Context: an optimization exercise on an open-source flow, tuned for a short achievable clock period and few clock cycles. The choices shown serve that exercise and are no tape-out recipe.
Only simulation tests tie the RTL to the original design; equivalence was not proved.
No activity file was given, so power comes from the tool's default toggle rates.

== cedar ==
// mips_core
module mips_core (
     input  wire        clk,
     input  wire        rst,
     output wire [31:0] i_addr,
     input  wire [31:0] i_instr_in,
     input  wire [31:0] wbm_dat_i,
     input  wire        wbm_ack_i,
     output wire [31:0] wbm_dat_o,
     output wire        wbm_we_o,
     output wire [3:0]  wbm_sel_o,
     output wire [31:0] wbm_adr_o,
     output wire        wbm_cyc_o,
     output wire        wbm_stb_o
);
Size in the first run: ~8900 cells after synthesis, about 2100 flip-flops, roughly 170 I/O pins, roughly 110000 um2 of cells after synthesis.
Settings: LEC_CHECK=0, CAP_MARGIN=20, CELL_PAD_IN_SITES_DETAIL_PLACEMENT=1, CORE_MARGIN=2, CORE_UTILIZATION=30, PLACE_DENSITY=0.4, SLEW_MARGIN=20, TNS_END_PERCENT=100; clock period 10.0 ns.
standard.sh (not shown) runs the stock make flow with config.mk's settings and CLKGATE_MAP_FILE= SYNTH_SCRIPT=/design/flow/synth_recipe.tcl, a recipe that flattens the netlist after the stock synthesis.
==> flow/flow/run.sh <==
#!/bin/bash
# The standard ORFS layout (the standard.sh) of the standard synthesis,
# with timing repair aiming further below the unchanged clock period.
# Each tool's output goes to a log file of its own in the work folder.
set -euo pipefail
bash standard.sh synth > synth_tool.log 2>&1
bash standard.sh finish SETUP_SLACK_MARGIN=7.5 > layout_tool.log 2>&1
cedar went all the way through synthesis, placement and routing and the layout is clean on timing, DRC and antenna.
Testbench counts of cedar, summed over its fixed seeds: cycles 12,949.
The following lists how birch was set up differently from cedar:
diff --git a/flow/flow/run.sh b/flow/flow/run.sh
--- a/flow/flow/run.sh
+++ b/flow/flow/run.sh
@@ -7 +7 @@
-bash standard.sh finish SETUP_SLACK_MARGIN=7.5 > layout_tool.log 2>&1
+bash standard.sh finish SETUP_SLACK_MARGIN=6.8 > layout_tool.log 2>&1
diff --git a/flow/config.mk b/flow/config.mk
--- a/flow/config.mk
+++ b/flow/config.mk
@@ -12 +12 @@
-export PLACE_DENSITY = 0.4
+export PLACE_DENSITY = 0.45
==> comparison <==
- Count of final max-slew check failures: cedar vs birch, no meaningful difference
- Diff cedar -> birch: number of synthesized flops with an enable pin was more or less identical; final instance area went down by 9.4%; deepest level of the CTS H-tree went down by 1.
- Cell area after placement (birch vs. cedar) decreases slightly
- Re antenna diode count: birch and cedar aren't equal, and the higher value belongs to cedar.
- Comparing birch and cedar, the lower routed wire length was measured on birch.
- birch reports its critical path launch point as m_res[21]$_DFF_P_ while cedar reports o_dat[6]$_DFFE_PN_.
- Comparing birch and cedar, the higher count of fill cells added during filler insertion is on birch.
- Between cedar and birch, total power decreased.
- In birch, the wire length of the first global-routing pass came out about 10% below the value in cedar.
- Going from cedar to birch, the core utilization was found to have gone down by 3.8 points.


Another version of the RTL of mips_core (not shown whole).
For scale: roughly 7700 cells after synthesis, ~2100 flip-flops, roughly 170 I/O pins.
Settings: LEC_CHECK=0, CAP_MARGIN=20, CELL_PAD_IN_SITES_DETAIL_PLACEMENT=1, CORE_MARGIN=2, CORE_UTILIZATION=30, PLACE_DENSITY=0.4, SLEW_MARGIN=20, TNS_END_PERCENT=100; clock period 10.0 ns.
==> flow/flow/run.sh <==
#!/bin/bash
# The standard ORFS layout (the standard.sh) of the standard synthesis,
# with timing repair aiming further below the unchanged clock period.
# Each tool's output goes to a log file of its own in the work folder.
set -euo pipefail
bash standard.sh synth > synth_tool.log 2>&1
bash standard.sh finish SETUP_SLACK_MARGIN=7.5 > layout_tool.log 2>&1
The first run ran to the end with no violations.
Testbench counts at the start, summed over its fixed seeds: cycles 13,020.
Then changed:
- CORE_UTILIZATION: 30 -> 45
- PLACE_DENSITY: 0.4 -> 0.5
Outcome: Utilization rose by 18 points. Wire length drops by about 6%. Register-to-register slack got worse by 0.08 ns. Cell area came out lower by about 3.7%. Die area went down by about 33%. Via count is higher by about 3.2%. Maximum frequency increases by about 3%. Critical path depth shrinks by 1. Worst hold slack improves by 0.030 ns. Combinational power went down by about 1%. Synthesized area stays the same.

-- static timing again, ports no longer ideal --
No port has a modelled driver above. Below, the same layouts with a new extraction and two added sets of constraints. Step 1 sets driving cells, clkbuf_16 on the clock port and buf_2 on the other inputs (assumed; they add their load-dependent delay and slew). Step 2 times the ports against the registers' clock, not the clock port: input delays grow and output delays shrink by t, the midpoint of the rising clock arrivals with the driver on. a / b / c = ideal / step 1 / step 2; a / b = the first two.
run | shift t [ns] | slack for setup (ns) | clock arrival spread, ns
cedar | 1.052 | 6.382 / 6.255 / 6.389 | 0.088 / 0.089
birch | 1.018 | 6.229 / 6.229 / 6.090 | 0.085 / 0.085
the first run of note 2 | 1.052 | 6.459 / 6.353 / 6.144 | 0.097 / 0.097
the second run of note 2 | 1.000 | 6.568 / 6.483 / 6.220 | 0.052 / 0.051
After both steps setup and hold are still met in every run listed. For the second run of note 2, which loses most, drivers alone change the setup slack by -0.085 ns; drivers and shift together by -0.348 ns.
